This is an optimization exercise on Yosys and OpenROAD, whose aim is small area and a short achievable clock period, not a production implementation.
Where RTL was checked, it was by simulation tests only, not by an equivalence proof against the original.
No activity file was given, so power comes from the tool's default toggle rates.

==> inputs of trial 89 <==
Design main, start of the top module:
module main(
    input clk,
    input [19:0] data,
    output reg [7:0] result_Ra,
    output reg [7:0] result_Rb,
    output reg [7:0] result_Rc,
    output reg [7:0] result_Rd,
    output reg [15:0] result_bFloat,
    output reg SF,
    output reg ZF
    );
==> flow/config.mk <==
export PLATFORM = sky130hd
export DESIGN_NAME = main
export DESIGN_NICKNAME = main
export VERILOG_FILES = /design/flow/design.v
export SDC_FILE = /design/flow/constraint.sdc
export NUM_CORES = 4
export LEC_CHECK = 0
export CAP_MARGIN = 20
export CORE_MARGIN = 2
export CORE_UTILIZATION = 40
export SLEW_MARGIN = 20
==> flow/constraint.sdc <==
create_clock -name core_clock -period 15.0 [get_ports {clk}]
set_input_delay 3.0000 -clock core_clock [delete_from_list [all_inputs] [get_ports {clk}]]
set_output_delay 3.0000 -clock core_clock [all_outputs]
set_load 0.01 [all_outputs]
standard.sh (not shown) runs the stock make flow with config.mk's settings and CLKGATE_MAP_FILE= SYNTH_SCRIPT=/design/flow/synth_recipe.tcl, a recipe that flattens the netlist after the stock synthesis.
==> flow/flow/run.sh <==
#!/bin/bash
# Own layout flow: the standard ORFS flow (standard.sh) with these changes:
#  - synthesis leaves the adders to ABC instead of extracting full/half adder cells, and
#    ABC maps with flow/abc_map.script (area-recovering mapping under a delay target).
#    Only the ABC step differs from synth_recipe.tcl: the registers are mapped before it.
#  - the port buffers are buf_1 cells instead of the slow clkdlybuf4s50_1 (the resizer
#    then sizes them as it does any cell);
#  - repair_timing aims for 8.7 ns of setup slack, so it sizes up the critical paths.
set -euo pipefail
W=$PWD
mkdir -p "$W/own"
sed "s#^  log_cmd abc {\*}\$abc_args#  log_cmd abc -script $W/flow/abc_map.script {*}[lrange \$abc_args 2 end]#" \
  "$FLOW_HOME/scripts/synth.tcl" > "$W/own/synth_own.tcl"
grep -q "abc_map.script" "$W/own/synth_own.tcl"
sed "s#source \$::env(SCRIPTS_DIR)/synth.tcl#source $W/own/synth_own.tcl#" \
  "$W/synth_recipe.tcl" > "$W/own/synth_recipe_own.tcl"
grep -q "synth_own.tcl" "$W/own/synth_recipe_own.tcl"
bash standard.sh SYNTH_SCRIPT="$W/own/synth_recipe_own.tcl" ADDER_MAP_FILE= ABC_AREA=1 SETUP_SLACK_MARGIN=8.3 CTS_BUF_LIST=sky130_fd_sc_hd__clkbuf_8 \
  "BUFFER_PORTS_ARGS=-buffer_cell sky130_fd_sc_hd__buf_1" finish > standard_flow.log 2>&1
==> flow/flow/abc_map.script <==
strash
dch
map -D 2600
topo
stime -c
buffer -c
upsize -c
dnsize -c
==> trial 29 (differences from trial 89) <==
--- a/flow/flow/run.sh
+++ b/flow/flow/run.sh
@@ -15,5 +15,5 @@
 sed "s#source \$::env(SCRIPTS_DIR)/synth.tcl#source $W/own/synth_own.tcl#" \
   "$W/synth_recipe.tcl" > "$W/own/synth_recipe_own.tcl"
 grep -q "synth_own.tcl" "$W/own/synth_recipe_own.tcl"
-bash standard.sh SYNTH_SCRIPT="$W/own/synth_recipe_own.tcl" ADDER_MAP_FILE= ABC_AREA=1 SETUP_SLACK_MARGIN=8.3 CTS_BUF_LIST=sky130_fd_sc_hd__clkbuf_8 \
+bash standard.sh SYNTH_SCRIPT="$W/own/synth_recipe_own.tcl" ADDER_MAP_FILE= ABC_AREA=1 SETUP_SLACK_MARGIN=8.7 \
   "BUFFER_PORTS_ARGS=-buffer_cell sky130_fd_sc_hd__buf_1" finish > standard_flow.log 2>&1
==> build 3 (differences from trial 89) <==
==> flow/flow/run.sh (replaced) <==
#!/bin/bash
# Own layout flow: the standard ORFS flow (standard.sh) with these changes:
#  - synthesis leaves the adders to ABC instead of extracting full/half adder cells,
#    and ABC runs its area script (ABC_AREA=1), which here also gives the shorter paths;
#  - the port buffers are buf_1 cells instead of the slow clkdlybuf4s50_1 (the resizer
#    then sizes them as it does any cell);
#  - repair_timing aims for 8.7 ns of setup slack, so it sizes up the critical paths.
set -euo pipefail
bash standard.sh ADDER_MAP_FILE= ABC_AREA=1 SETUP_SLACK_MARGIN=8.7 CTS_BUF_LIST=sky130_fd_sc_hd__clkbuf_4 \
  "BUFFER_PORTS_ARGS=-buffer_cell sky130_fd_sc_hd__buf_1" finish > standard_flow.log 2>&1
removed: flow/flow/abc_map.script
==> comparison <==
First-iteration DRC count: trial 29 is higher than build 3 (about 11%).
The lowest hold slack belongs to trial 89, the highest to build 3.
The lowest clock-buffer cell count belongs to trial 89, the highest to trial 29.
Global-route usage, highest first: trial 29, trial 89, build 3.
Clock power: trial 29 > trial 89 > build 3.
Final cell count: trial 29 is smaller than build 3 (about 6%).
Of trial 29 and build 3, trial 29 has the higher total power (gap about 70%, measured against build 3).
Between trial 29 and trial 89, the lower wire length is in trial 89 (gap about 11%, measured against trial 89).
Non-clock buffer count, highest first: trial 29, trial 89, build 3.
==> figures <==
Met3 routed wirelength: trial 89 2496 um; trial 29 2860 um; build 3 1530 um
Final weighted congestion in routability-driven placement: trial 89 0.9890; trial 29 0.9890; build 3 0.9654
Worst hold slack after final layout: trial 89 0.6567 ns; trial 29 0.6623 ns; build 3 0.6656 ns
Net load switching power: trial 89 0.6879 mW; trial 29 0.8462 mW; build 3 0.5365 mW
Height of the chip: trial 89 152.2 um; trial 29 152.2 um; build 3 156.7 um
Status: trial 89 no timing/DRC/antenna violations; trial 29 no timing/DRC/antenna violations; build 3 no timing/DRC/antenna violations
Buffers inserted during post-CTS setup optimization: trial 89 14; trial 29 100; build 3 4
Shortest period the worst path allows: trial 89 6.564 ns; trial 29 6.441 ns; build 3 5.990 ns
Root buf cell: trial 89 clkbuf_8; trial 29 clkbuf_16; build 3 clkbuf_4
Clock latency on the worst-skew pair: trial 89 0.35 ns; trial 29 0.33 ns; build 3 0.42 ns
Max stage delay cell, worst path: trial 89 a21boi_4; trial 29 a21o_2; build 3 buf_6
Sw Share: trial 89 52.53%; trial 29 49.49%; build 3 52.41%
Largest net degree at the start of global routing: trial 89 44; trial 29 44; build 3 30
Number of tap cells inserted: trial 89 280; trial 29 280; build 3 313
LEAKAGE: trial 89 4.564 nW; trial 29 5.400 nW; build 3 4.973 nW
Area fraction of the dominant cell type after synthesis: trial 89 21.89%; trial 29 21.89%; build 3 22.87%
Filler Cell Count: trial 89 2282; trial 29 1977; build 3 2557
GR met1 Demand/Resource: trial 89 34.43%; trial 29 37.07%; build 3 34.93%
Multi-input gate share of the layout cell area: trial 89 60.90%; trial 29 58.41%; build 3 63.52%

* * *

==> build 38 <==
main, a different RTL version from the one above (not shown whole).
==> flow/config.mk <==
export PLATFORM = sky130hd
export DESIGN_NAME = main
export DESIGN_NICKNAME = main
export VERILOG_FILES = /design/flow/design.v
export SDC_FILE = /design/flow/constraint.sdc
export NUM_CORES = 4
export LEC_CHECK = 0
export CAP_MARGIN = 20
export CORE_MARGIN = 2
export CORE_UTILIZATION = 40
export SLEW_MARGIN = 20
==> flow/constraint.sdc <==
create_clock -name core_clock -period 15.0 [get_ports {clk}]
set_input_delay 3.0000 -clock core_clock [delete_from_list [all_inputs] [get_ports {clk}]]
set_output_delay 3.0000 -clock core_clock [all_outputs]
set_load 0.01 [all_outputs]
==> flow/flow/run.sh <==
#!/bin/bash
# Own layout flow: the standard ORFS flow (standard.sh) with these changes:
#  - synthesis leaves the adders to ABC instead of extracting full/half adder cells,
#    and ABC runs its area script (ABC_AREA=1), which here also gives the shorter paths;
#  - the port buffers are buf_1 cells instead of the slow clkdlybuf4s50_1 (the resizer
#    then sizes them as it does any cell);
#  - repair_timing aims for 8.7 ns of setup slack, so it sizes up the critical paths.
set -euo pipefail
bash standard.sh ADDER_MAP_FILE= ABC_AREA=1 SETUP_SLACK_MARGIN=8.5 CTS_BUF_LIST=sky130_fd_sc_hd__clkbuf_8 SETUP_MOVE_SEQUENCE=unbuffer,sizeup,swap \
  "BUFFER_PORTS_ARGS=-buffer_cell sky130_fd_sc_hd__buf_1" finish > standard_flow.log 2>&1
==> build 2: changes against build 38 <==
--- a/flow/design.v
+++ b/flow/design.v
@@ -189,31 +189,28 @@
     wire [13:0] y = {mag[6:0], bf_hi};
     wire [13:0] ysh = y >> e;
     wire izero = f1 == 8'd0;
     wire bzero = izero & (f2 == 8'd0);
     wire [6:0] bman = bzero ? 7'd0 : izero ? zm : ysh[6:0];
     wire [7:0] bexp = bzero ? 8'd0 : izero ? (8'd126 - {6'd0, zk}) : (8'd127 + {5'd0, e});
-    wire p_old = op_mul & ~mul_ld;                  
-    wire a_alu = alu_wr & d_a, b_alu = alu_wr & d_b, c_alu = alu_wr & d_c, d_alu = alu_wr & d_d;
-    wire a_hold = ~(op_mul | a_alu), d_hold = ~(op_mul | d_alu);
-    wire b_hold = ~(op_bf | b_alu), c_hold = ~(op_bf | c_alu);
-    wire f_hold = ~(op_mul | op_bf | alu_wr);
-    wire [7:0] ra_next = ({8{mul_ld}} & prod[7:0]) | ({8{p_old}} & result_mul[7:0]) |
-                         ({8{a_alu}} & alu) | ({8{a_hold}} & result_Ra);
-    wire [7:0] rd_next = ({8{mul_ld}} & prod[15:8]) | ({8{p_old}} & result_mul[15:8]) |
-                         ({8{d_alu}} & alu) | ({8{d_hold}} & result_Rd);
-    wire [7:0] rb_next = ({8{op_bf}} & {bs, bman}) | ({8{b_alu}} & alu) | ({8{b_hold}} & result_Rb);
-    wire [7:0] rc_next = ({8{op_bf}} & bexp) | ({8{c_alu}} & alu) | ({8{c_hold}} & result_Rc);
-    wire sf_next = (mul_ld & prod[15]) | (p_old & result_mul[15]) | (op_bf & bs) |
-                   (alu_wr & alu[7]) | (f_hold & SF);
-    wire zf_next = (op_mul & pzero) | (op_bf & bzero) | (alu_wr & (alu == 8'd0)) | (f_hold & ZF);
+    wire wa = op_mul | (alu_wr & d_a);
+    wire wb = op_bf  | (alu_wr & d_b);
+    wire wc = op_bf  | (alu_wr & d_c);
+    wire wd = op_mul | (alu_wr & d_d);
+    wire wf = op_mul | op_bf | alu_wr;
+    wire [7:0] na0 = op_mul ? result_mul[7:0]  : alu;
+    wire [7:0] nd0 = op_mul ? result_mul[15:8] : alu;
+    wire sf0 = op_mul ? result_mul[15] : op_bf ? bs : alu[7];
+    wire zf0 = op_mul ? pzero : op_bf ? bzero : (alu == 8'd0);
     always @(posedge clk) begin
         if (mul_ld) result_mul <= prod;
-        result_Ra <= ra_next;
-        result_Rd <= rd_next;
-        result_Rb <= rb_next;
-        result_Rc <= rc_next;
-        SF <= sf_next;
-        ZF <= zf_next;
+        if (wa) result_Ra <= mul_ld ? prod[7:0] : na0;
+        if (wd) result_Rd <= mul_ld ? prod[15:8] : nd0;
+        if (wb) result_Rb <= op_bf ? {bs, bman} : alu;
+        if (wc) result_Rc <= op_bf ? bexp : alu;
+        if (wf) begin
+            SF <= mul_ld ? prod[15] : sf0;
+            ZF <= zf0;
+        end
         if (op_bf) result_bFloat <= {bs, bexp, bman};
     end
 endmodule
==> flow/flow/run.sh (replaced) <==
#!/bin/bash
# Own layout flow: the standard ORFS flow (standard.sh) with these changes:
#  - synthesis leaves the adders to ABC instead of extracting full/half adder cells,
#    and ABC runs its area script (ABC_AREA=1), which here also gives the shorter paths;
#  - the port buffers are buf_1 cells instead of the slow clkdlybuf4s50_1 (the resizer
#    then sizes them as it does any cell).
set -euo pipefail
bash standard.sh ADDER_MAP_FILE= ABC_AREA=1 SETUP_SLACK_MARGIN=8.9 \
  "BUFFER_PORTS_ARGS=-buffer_cell sky130_fd_sc_hd__buf_1" finish > standard_flow.log 2>&1
==> comparison <==
Build 38 ran to the end with no violations. Build 2 finished with timing, DRC and antenna clean.
In build 2 the non-clock buffer count is higher than in build 38, by 36.
Between build 38 and build 2, the lower global-route usage is in build 2 (gap 0.52 points).
In build 2 the routed wire length is higher than in build 38, by 5.9%.
Between build 38 and build 2, the lower first-iteration DRC count is in build 38 (gap 10%, measured against build 2).
Via count: build 38 is lower than build 2 (0.31%).
In flip-flop and latch count, build 2 and build 38 do not differ.
Of build 38 and build 2, build 2 has the higher register-to-register slack (gap 340 ps).
==> figures <==
| item | build 38 | build 2 |
|---|---|---|
| Outcome | no timing/DRC/antenna violations | no timing/DRC/antenna violations |
| Hold path startpoint | result_mul[6] | result_mul[10] |
| EDFF count, synth | 30 | 64 |
| Post-Route Utilization | 0.4419 | 0.4838 |
| Area fraction of the dominant cell type after synthesis | 0.2648 | 0.2287 |
| Proportion of synthesized area in mux cells | 0 | 0.003221 |
| Via count normalized by instance count | 5.424 | 5.433 |
| Sequential cell area fraction in the yosys report | 0.1741 | 0.2062 |
| Relative area of non-clock buffer cells in the final design | 0.03597 | 0.07324 |
| Final weighted congestion of routability-driven global placement | 0.9692 | 0.9654 |
| Full die area | 23940 um2 | 24540 um2 |
| WL met3 | 1974 um | 2108 um |
| Register area | 1582 um2 | 1922 um2 |
| Netlist cell types | 57 | 55 |
| Final critical-path setup slack | 8740 ps | 9087 ps |
| Peak Freq | 159.8 MHz | 169.1 MHz |

* * *

==> 11-09: inputs <==
Another version of the RTL of main (not shown whole).
Settings: LEC_CHECK=0, CAP_MARGIN=20, CORE_MARGIN=2, CORE_UTILIZATION=40, SLEW_MARGIN=20; clock period 15.0 ns.
==> flow/flow/run.sh <==
#!/bin/bash
# Own layout flow: the standard ORFS flow (standard.sh) with these changes:
#  - synthesis leaves the adders to ABC instead of extracting full/half adder cells, and
#    ABC maps with flow/abc_map.script (area-recovering mapping under a delay target).
#    Only the ABC step differs from synth_recipe.tcl: the registers are mapped before it.
#  - the port buffers are buf_1 cells instead of the slow clkdlybuf4s50_1 (the resizer
#    then sizes them as it does any cell);
#  - repair_timing aims for 8.7 ns of setup slack, so it sizes up the critical paths.
set -euo pipefail
W=$PWD
mkdir -p "$W/own"
sed "s#^  log_cmd abc {\*}\$abc_args#  log_cmd abc -script $W/flow/abc_map.script {*}[lrange \$abc_args 2 end]#" \
  "$FLOW_HOME/scripts/synth.tcl" > "$W/own/synth_own.tcl"
grep -q "abc_map.script" "$W/own/synth_own.tcl"
sed "s#source \$::env(SCRIPTS_DIR)/synth.tcl#source $W/own/synth_own.tcl#" \
  "$W/synth_recipe.tcl" > "$W/own/synth_recipe_own.tcl"
grep -q "synth_own.tcl" "$W/own/synth_recipe_own.tcl"
bash standard.sh SYNTH_SCRIPT="$W/own/synth_recipe_own.tcl" ADDER_MAP_FILE= ABC_AREA=1 SETUP_SLACK_MARGIN=8.7 CTS_BUF_LIST=sky130_fd_sc_hd__clkbuf_8 \
  "BUFFER_PORTS_ARGS=-buffer_cell sky130_fd_sc_hd__buf_1" finish > standard_flow.log 2>&1
==> flow/flow/abc_map.script <==
strash
dch -f
map -B 0.9
strash
dch -f
map -B 0.9
strash
dch -f
map -B 0.9
topo
stime -c
buffer -c
upsize -c
dnsize -c
==> 02-03: changes against 11-09 <==
==> flow/flow/abc_map.script (replaced) <==
strash
dch -f
map -B 0.9
strash
dch -f
map -B 0.9
topo
stime -c
buffer -c
upsize -c
dnsize -c
==> comparison <==
11-09 completed without violations. 02-03 finished with timing, DRC and antenna clean. Routed wire length: 02-03 is higher than 11-09 (1.1%). Against 02-03, the die area of 11-09 is smaller by 1.8%. Of 02-03 and 11-09, 11-09 has the higher setup slack (gap 24 ps). In 02-03 the core utilization is lower than in 11-09, by 0.33 points. Of 11-09 and 02-03, 02-03 has the higher power (gap about 4%, measured against 02-03). In sequential power, 02-03 and 11-09 hardly differ. In flip-flop and latch count, 02-03 and 11-09 do not differ.

* * *

==> branch tundra: inputs <==
==> flow/design.v <==
module main(
    input clk,
    input [19:0] data,
    output reg [7:0] result_Ra,
    output reg [7:0] result_Rb,
    output reg [7:0] result_Rc,
    output reg [7:0] result_Rd,
    output reg [15:0] result_bFloat,
    output reg SF,
    output reg ZF
    );
    reg [15:0] result_mul;
    wire [3:0] op = data[19:16];
    wire [7:0] f1 = data[15:8];
    wire [7:0] f2 = data[7:0];
    wire d_a = f1 == 8'h01, d_b = f1 == 8'h02, d_c = f1 == 8'h04, d_d = f1 == 8'h08;
    wire s_ok = f2 == 8'h01 || f2 == 8'h02 || f2 == 8'h04 || f2 == 8'h08;
    wire d_ok = d_a | d_b | d_c | d_d;
    wire same = f1 == f2;
    wire op_save = op == 4'b0001 || op == 4'b0010;
    wire op_sum  = op == 4'b0011 || op == 4'b0100;
    wire op_sub  = op == 4'b0101 || op == 4'b0110;
    wire op_reg  = op == 4'b0010 || op == 4'b0100 || op == 4'b0110;
    wire op_shr  = op == 4'b1011;
    wire op_shl  = op == 4'b1100;
    wire op_mul  = op == 4'b0111 || op == 4'b1000;
    wire op_bf   = op == 4'b1101;
    wire [7:0] opa = ({8{f1[0]}} & result_Ra) | ({8{f1[1]}} & result_Rb) |
                     ({8{f1[2]}} & result_Rc) | ({8{f1[3]}} & result_Rd);
    wire [7:0] srcv = ({8{f2[0]}} & result_Ra) | ({8{f2[1]}} & result_Rb) |
                      ({8{f2[2]}} & result_Rc) | ({8{f2[3]}} & result_Rd);
    wire [7:0] opb = op[0] ? f2 : srcv;
    wire keep = op_reg & (~s_ok | (same & ~(op == 4'b0100 & d_a)));
    wire [7:0] addsub = opa + (opb ^ {8{op_sub}}) + {7'd0, op_sub};
    wire big = f2[7:3] != 5'd0;
    wire [7:0] shr = big ? 8'd0 : (opa >> f2[2:0]);
    wire [7:0] shl = big ? 8'd0 : (opa << f2[2:0]);
    reg [7:0] alu;
    always @* begin
        if (keep) alu = opa;
        else if (op_save) alu = opb;
        else if (op_shr) alu = shr;
        else if (op_shl) alu = shl;
        else alu = addsub;
    end
    wire alu_wr = (op_save | op_sum | op_sub | op_shr | op_shl) & d_ok;
    wire mul_ld = op_mul & d_ok & (~op[3] | (s_ok & ~same));
    wire [15:0] mul_s, mul_c;
    wire [7:0] pp0 = opa & {8{opb[0]}};
    wire [7:0] pp1 = opa & {8{opb[1]}};
    wire [7:0] pp2 = opa & {8{opb[2]}};
    wire [7:0] pp3 = opa & {8{opb[3]}};
    wire [7:0] pp4 = opa & {8{opb[4]}};
    wire [7:0] pp5 = opa & {8{opb[5]}};
    wire [7:0] pp6 = opa & {8{opb[6]}};
    wire [7:0] pp7 = opa & {8{opb[7]}};
    wire mt1 = pp0[6] ^ pp1[5];
    wire mt2 = pp0[6] & pp1[5];
    wire mt3 = pp0[7] ^ pp1[6] ^ pp2[5];
    wire mt4 = (pp0[7] & pp1[6]) | (pp2[5] & (pp0[7] ^ pp1[6]));
    wire mt5 = pp3[4] ^ pp4[3];
    wire mt6 = pp3[4] & pp4[3];
    wire mt7 = pp1[7] ^ pp2[6] ^ pp3[5];
    wire mt8 = (pp1[7] & pp2[6]) | (pp3[5] & (pp1[7] ^ pp2[6]));
    wire mt9 = pp4[4] ^ pp5[3];
    wire mt10 = pp4[4] & pp5[3];
    wire mt11 = pp2[7] ^ pp3[6] ^ pp4[5];
    wire mt12 = (pp2[7] & pp3[6]) | (pp4[5] & (pp2[7] ^ pp3[6]));
    wire mt13 = pp0[4] ^ pp1[3];
    wire mt14 = pp0[4] & pp1[3];
    wire mt15 = pp0[5] ^ pp1[4] ^ pp2[3];
    wire mt16 = (pp0[5] & pp1[4]) | (pp2[3] & (pp0[5] ^ pp1[4]));
    wire mt17 = pp3[2] ^ pp4[1];
    wire mt18 = pp3[2] & pp4[1];
    wire mt19 = pp2[4] ^ pp3[3] ^ pp4[2];
    wire mt20 = (pp2[4] & pp3[3]) | (pp4[2] & (pp2[4] ^ pp3[3]));
    wire mt21 = pp5[1] ^ pp6[0] ^ mt1;
    wire mt22 = (pp5[1] & pp6[0]) | (mt1 & (pp5[1] ^ pp6[0]));
    wire mt23 = pp5[2] ^ pp6[1] ^ pp7[0];
    wire mt24 = (pp5[2] & pp6[1]) | (pp7[0] & (pp5[2] ^ pp6[1]));
    wire mt25 = mt3 ^ mt5 ^ mt2;
    wire mt26 = (mt3 & mt5) | (mt2 & (mt3 ^ mt5));
    wire mt27 = pp6[2] ^ pp7[1] ^ mt7;
    wire mt28 = (pp6[2] & pp7[1]) | (mt7 & (pp6[2] ^ pp7[1]));
    wire mt29 = mt9 ^ mt4 ^ mt6;
    wire mt30 = (mt9 & mt4) | (mt6 & (mt9 ^ mt4));
    wire mt31 = pp5[4] ^ pp6[3] ^ pp7[2];
    wire mt32 = (pp5[4] & pp6[3]) | (pp7[2] & (pp5[4] ^ pp6[3]));
    wire mt33 = mt11 ^ mt8 ^ mt10;
    wire mt34 = (mt11 & mt8) | (mt10 & (mt11 ^ mt8));
    wire mt35 = pp3[7] ^ pp4[6] ^ pp5[5];
    wire mt36 = (pp3[7] & pp4[6]) | (pp5[5] & (pp3[7] ^ pp4[6]));
    wire mt37 = pp6[4] ^ pp7[3] ^ mt12;
    wire mt38 = (pp6[4] & pp7[3]) | (mt12 & (pp6[4] ^ pp7[3]));
    wire mt39 = pp4[7] ^ pp5[6] ^ pp6[5];
    wire mt40 = (pp4[7] & pp5[6]) | (pp6[5] & (pp4[7] ^ pp5[6]));
    wire mt41 = pp0[3] ^ pp1[2];
    wire mt42 = pp0[3] & pp1[2];
    wire mt43 = pp2[2] ^ pp3[1] ^ pp4[0];
    wire mt44 = (pp2[2] & pp3[1]) | (pp4[0] & (pp2[2] ^ pp3[1]));
    wire mt45 = pp5[0] ^ mt15 ^ mt17;
    wire mt46 = (pp5[0] & mt15) | (mt17 & (pp5[0] ^ mt15));
    wire mt47 = mt19 ^ mt21 ^ mt16;
    wire mt48 = (mt19 & mt21) | (mt16 & (mt19 ^ mt21));
    wire mt49 = mt23 ^ mt25 ^ mt20;
    wire mt50 = (mt23 & mt25) | (mt20 & (mt23 ^ mt25));
    wire mt51 = mt27 ^ mt29 ^ mt24;
    wire mt52 = (mt27 & mt29) | (mt24 & (mt27 ^ mt29));
    wire mt53 = mt31 ^ mt33 ^ mt28;
    wire mt54 = (mt31 & mt33) | (mt28 & (mt31 ^ mt33));
    wire mt55 = mt35 ^ mt37 ^ mt32;
    wire mt56 = (mt35 & mt37) | (mt32 & (mt35 ^ mt37));
    wire mt57 = pp7[4] ^ mt39 ^ mt36;
    wire mt58 = (pp7[4] & mt39) | (mt36 & (pp7[4] ^ mt39));
    wire mt59 = pp5[7] ^ pp6[6] ^ pp7[5];
    wire mt60 = (pp5[7] & pp6[6]) | (pp7[5] & (pp5[7] ^ pp6[6]));
    wire mt61 = pp0[2] ^ pp1[1];
    wire mt62 = pp0[2] & pp1[1];
    wire mt63 = pp2[1] ^ pp3[0] ^ mt41;
    wire mt64 = (pp2[1] & pp3[0]) | (mt41 & (pp2[1] ^ pp3[0]));
    wire mt65 = mt13 ^ mt43 ^ mt42;
    wire mt66 = (mt13 & mt43) | (mt42 & (mt13 ^ mt43));
    wire mt67 = mt14 ^ mt45 ^ mt44;
    wire mt68 = (mt14 & mt45) | (mt44 & (mt14 ^ mt45));
    wire mt69 = mt18 ^ mt47 ^ mt46;
    wire mt70 = (mt18 & mt47) | (mt46 & (mt18 ^ mt47));
    wire mt71 = mt22 ^ mt49 ^ mt48;
    wire mt72 = (mt22 & mt49) | (mt48 & (mt22 ^ mt49));
    wire mt73 = mt26 ^ mt51 ^ mt50;
    wire mt74 = (mt26 & mt51) | (mt50 & (mt26 ^ mt51));
    wire mt75 = mt30 ^ mt53 ^ mt52;
    wire mt76 = (mt30 & mt53) | (mt52 & (mt30 ^ mt53));
    wire mt77 = mt34 ^ mt55 ^ mt54;
    wire mt78 = (mt34 & mt55) | (mt54 & (mt34 ^ mt55));
    wire mt79 = mt38 ^ mt57 ^ mt56;
    wire mt80 = (mt38 & mt57) | (mt56 & (mt38 ^ mt57));
    wire mt81 = mt40 ^ mt59 ^ mt58;
    wire mt82 = (mt40 & mt59) | (mt58 & (mt40 ^ mt59));
    wire mt83 = pp6[7] ^ pp7[6] ^ mt60;
    wire mt84 = (pp6[7] & pp7[6]) | (mt60 & (pp6[7] ^ pp7[6]));
    assign mul_s = {1'b0, pp7[7], mt83, mt81, mt79, mt77, mt75, mt73, mt71, mt69, mt67, mt65, mt63, pp2[0], pp0[1], pp0[0]};
    assign mul_c = {1'b0, mt84, mt82, mt80, mt78, mt76, mt74, mt72, mt70, mt68, mt66, mt64, mt62, mt61, pp1[0], 1'b0};
    wire [15:0] prod = mul_s + mul_c;
    wire pzero = mul_ld ? (opa == 8'd0 || opb == 8'd0) : (result_mul == 16'd0);
    wire ltA = f2 < 8'd10;
    wire ltB = f2 < 8'd100;
    reg [10:0] uA;                   
    always @* begin
        case (f2[3:0])
        4'd1: uA = 11'd204;
        4'd2: uA = 11'd409;
        4'd3: uA = 11'd614;
        4'd4: uA = 11'd819;
        4'd5: uA = 11'd1024;
        4'd6: uA = 11'd1228;
        4'd7: uA = 11'd1433;
        4'd8: uA = 11'd1638;
        4'd9: uA = 11'd1843;
        default: uA = 11'd0;
        endcase
    end
    wire [1:0] cB = f2[0] ? ((f2 > 8'd75) ? 2'd2 : (f2 > 8'd25) ? 2'd1 : 2'd0)
                          : ((f2 > 8'd50) ? 2'd2 : 2'd1);
    wire [10:0] uB = {f2[6:0], 4'd0} + {2'd0, f2[6:0], 2'd0} + {5'd0, f2[6:1]} - {9'd0, cB};
    wire t1 = f2 >= 8'd105, t2 = f2 >= 8'd125, t3 = f2 >= 8'd146, t4 = f2 >= 8'd167;
    wire t5 = f2 >= 8'd188, t6 = f2 >= 8'd209, t7 = f2 >= 8'd230, t8 = f2 >= 8'd250;
    wire [3:0] nC = {t8, t4 & ~t8, (t2 & ~t4) | (t6 & ~t8),
                     (t1 & ~t2) | (t3 & ~t4) | (t5 & ~t6) | (t7 & ~t8)};
    wire [10:0] uC = {2'd0, f2, 1'b0} + {7'd0, nC} + 11'd4;
    wire [10:0] u = ltA ? uA : ltB ? uB : uC;
    wire [6:0] bf_hi = u[10:4];      
    wire [1:0] zk = u[10] ? 2'd0 : u[9] ? 2'd1 : u[8] ? 2'd2 : 2'd3;
    wire [6:0] zm = u[10] ? u[9:3] : u[9] ? u[8:2] : u[8] ? u[7:1] : u[6:0];
    wire bs = f1[7];
    wire [7:0] mag = bs ? -f1 : f1;
    reg [2:0] e;
    always @* begin
        casez (mag)
        8'b1???????: e = 3'd7;
        8'b01??????: e = 3'd6;
        8'b001?????: e = 3'd5;
        8'b0001????: e = 3'd4;
        8'b00001???: e = 3'd3;
        8'b000001??: e = 3'd2;
        8'b0000001?: e = 3'd1;
        default:     e = 3'd0;
        endcase
    end
    wire [13:0] y = {mag[6:0], bf_hi};
    wire [13:0] ysh = y >> e;
    wire izero = f1 == 8'd0;
    wire bzero = izero & (f2 == 8'd0);
    wire [6:0] bman = bzero ? 7'd0 : izero ? zm : ysh[6:0];
    wire [7:0] bexp = bzero ? 8'd0 : izero ? (8'd126 - {6'd0, zk}) : (8'd127 + {5'd0, e});
    wire wa = op_mul | (alu_wr & d_a);
    wire wb = op_bf  | (alu_wr & d_b);
    wire wc = op_bf  | (alu_wr & d_c);
    wire wd = op_mul | (alu_wr & d_d);
    wire wf = op_mul | op_bf | alu_wr;
    wire [7:0] na0 = op_mul ? result_mul[7:0]  : alu;
    wire [7:0] nd0 = op_mul ? result_mul[15:8] : alu;
    wire sf0 = op_mul ? result_mul[15] : op_bf ? bs : alu[7];
    wire zf0 = op_mul ? pzero : op_bf ? bzero : (alu == 8'd0);
    always @(posedge clk) begin
        if (mul_ld) result_mul <= prod;
        if (wa) result_Ra <= mul_ld ? prod[7:0] : na0;
        if (wd) result_Rd <= mul_ld ? prod[15:8] : nd0;
        if (wb) result_Rb <= op_bf ? {bs, bman} : alu;
        if (wc) result_Rc <= op_bf ? bexp : alu;
        if (wf) begin
            SF <= mul_ld ? prod[15] : sf0;
            ZF <= zf0;
        end
        if (op_bf) result_bFloat <= {bs, bexp, bman};
    end
endmodule
==> flow/flow/run.sh <==
#!/bin/bash
# Own layout flow: the standard ORFS flow (standard.sh) with these changes:
#  - synthesis leaves the adders to ABC instead of extracting full/half adder cells,
#    and ABC runs its area script (ABC_AREA=1), which here also gives the shorter paths;
#  - the port buffers are buf_1 cells instead of the slow clkdlybuf4s50_1 (the resizer
#    then sizes them as it does any cell);
#  - repair_timing aims for 8.7 ns of setup slack, so it sizes up the critical paths.
set -euo pipefail
bash standard.sh ADDER_MAP_FILE= ABC_AREA=1 SETUP_SLACK_MARGIN=8.7 TNS_END_PERCENT=10 \
  "BUFFER_PORTS_ARGS=-buffer_cell sky130_fd_sc_hd__buf_1" finish > standard_flow.log 2>&1
==> flow/standard.sh <==
#!/bin/bash
# synth_recipe.tcl (not shown) runs the flow's synth.tcl, then flattens the netlist and writes it again
# the make line also repeats each setting of config.mk as NAME=value (left out here)
make -C /OpenROAD-flow-scripts/flow DESIGN_CONFIG=/design/flow/config.mk WORK_HOME=/design/flow/orfs CLKGATE_MAP_FILE= SYNTH_SCRIPT=/design/flow/synth_recipe.tcl "${@:-finish}"
==> flow/config.mk <==
export PLATFORM = sky130hd
export DESIGN_NAME = main
export DESIGN_NICKNAME = main
export VERILOG_FILES = /design/flow/design.v
export SDC_FILE = /design/flow/constraint.sdc
export NUM_CORES = 4
export LEC_CHECK = 0
export CAP_MARGIN = 20
export CORE_MARGIN = 2
export CORE_UTILIZATION = 40
export SLEW_MARGIN = 20
==> flow/constraint.sdc <==
create_clock -name core_clock -period 15.0 [get_ports {clk}]
set_input_delay 3.0000 -clock core_clock [delete_from_list [all_inputs] [get_ports {clk}]]
set_output_delay 3.0000 -clock core_clock [all_outputs]
set_load 0.01 [all_outputs]
==> branch maple (differences from branch tundra) <==
--- a/flow/design.v
+++ b/flow/design.v
@@ -170,6 +170,16 @@
     wire [10:0] u = ltA ? uA : ltB ? uB : uC;
     wire [6:0] bf_hi = u[10:4];      
-    wire [1:0] zk = u[10] ? 2'd0 : u[9] ? 2'd1 : u[8] ? 2'd2 : 2'd3;
-    wire [6:0] zm = u[10] ? u[9:3] : u[9] ? u[8:2] : u[8] ? u[7:1] : u[6:0];
+    wire [1:0] zk = ltA ? ((f2[3:0] == 4'd1) ? 2'd3 : (f2[3:0] == 4'd2) ? 2'd2 : (f2[3:0] < 4'd5) ? 2'd1 : 2'd0)
+                  : ltB ? ((f2 < 8'd13) ? 2'd3 : (f2 < 8'd25) ? 2'd2 : (f2 < 8'd50) ? 2'd1 : 2'd0)
+                  : ((f2 < 8'd125) ? 2'd3 : (f2 < 8'd250) ? 2'd2 : 2'd1);
+    reg [6:0] zm;
+    always @* begin
+        case (zk)
+        2'd0: zm = u[9:3];
+        2'd1: zm = u[8:2];
+        2'd2: zm = u[7:1];
+        default: zm = u[6:0];
+        endcase
+    end
     wire bs = f1[7];
     wire [7:0] mag = bs ? -f1 : f1;
--- a/flow/flow/run.sh
+++ b/flow/flow/run.sh
@@ -7,4 +7,4 @@
 #  - repair_timing aims for 8.7 ns of setup slack, so it sizes up the critical paths.
 set -euo pipefail
-bash standard.sh ADDER_MAP_FILE= ABC_AREA=1 SETUP_SLACK_MARGIN=8.7 TNS_END_PERCENT=10 \
+bash standard.sh ADDER_MAP_FILE= ABC_AREA=1 SETUP_SLACK_MARGIN=8.7 \
   "BUFFER_PORTS_ARGS=-buffer_cell sky130_fd_sc_hd__buf_1" finish > standard_flow.log 2>&1
==> impl_metrics.yaml <==
global_routing:
  track_usage: 0.263
  gr-usage-met2: 0.450
status:
  status: "finished clean"
critical_path:
  cp.required_ps: 15080
detailed_routing:
  wl_met1_mm: 14.5
timing:
  fmax_mhz: 165
place:
  gp_congestion: 0.965
logic_synthesis:
  synth_common_cells: "568 x nand2_1, 164 x inv_1, 157 x nand3_1, 128 x nor2_1, 75 x o21ai_0"
  synth-xor-area-share: 0.0403
power:
  clk-power_mw: 0.204
finish:
  clk_share: 0.0281
clock_tree:
  insertion_delay_ps: 330
The numbers above come from branch tundra.

==> impl_metrics.yaml <==
global_routing:
  gr-usage-met2: 0.445
  grt_pass1_vias: 9786
  track_usage: 0.263
power:
  pwr-share-comb: 0.584
  powerSeq_mw: 0.231
  clk-power_mw: 0.238
die:
  dieArea_um2: 23800
  rows: 54
critical_path:
  cp.depth: 24
  cp.required_ps: 15100
finish:
  clk_share: 0.0322
logic_synthesis:
  synth-xor-area-share: 0.0445
  yosys_register_bits: 64
clock_tree:
  insertion_delay_ps: 340
status:
  status: "finished clean"
place:
  portBuffers: 70
  gp_congestion: 0.953
detailed_routing:
  wl_met1_mm: 13.6
timing:
  fmax_mhz: 166
The numbers above come from branch maple.

Function not checked in branch maple: the RTL went through the layout flow alone.

what the ideal ports hide:
The results above use ideal ports. As a check the final layouts listed here were re-extracted and re-timed, cells and wires unchanged.
Step 1: set_driving_cell puts a clkbuf_16 on clk and a buf_2 on each other input, an assumption about the parent block.
Step 2 times the ports against the registers' clock, not the clock port: input delays grow and output delays shrink by t, the midpoint of the rising clock arrivals with the driver on.
Slacks: no drivers / after step 1 / after step 2; pairs: no drivers / after step 1.
run | t, ns | setup WS [ns] | hold slack, ns | clock arrival spread, ns | cell pins on the clock port's net
trial 89 | 0.381 | 8.436 / 8.448 / 8.067 | 0.657 / 0.657 / 0.657 | 0.009 / 0.009 | 1
trial 29 | 0.366 | 8.559 / 8.548 / 8.181 | 0.662 / 0.662 / 0.662 | 0.005 / 0.005 | 1
build 3 | 0.444 | 9.010 / 8.976 / 8.532 | 0.666 / 0.666 / 0.666 | 0.020 / 0.021 | 1
build 38 | 0.378 | 8.740 / 8.752 / 8.375 | 0.499 / 0.499 / 0.499 | 0.007 / 0.007 | 1
build 2 | 0.367 | 9.087 / 9.056 / 8.688 | 0.663 / 0.663 / 0.663 | 0.005 / 0.005 | 1
11-09 | 0.385 | 9.020 / 9.034 / 8.649 | 0.514 / 0.514 / 0.514 | 0.020 / 0.019 | 1
02-03 | 0.370 | 8.996 / 8.999 / 8.629 | 0.496 / 0.496 / 0.496 | 0.015 / 0.015 | 1
branch tundra | 0.368 | 8.943 / 8.919 / 8.551 | 0.658 / 0.658 / 0.658 | 0.007 / 0.007 | 1
branch maple | 0.375 | 8.965 / 8.977 / 8.602 | 0.653 / 0.653 / 0.653 | 0.004 / 0.004 | 1
After both steps setup and hold are still met in every run listed. The setup slack of build 3, which loses most, moves by -0.034 ns with the drivers and by -0.478 ns with both steps.
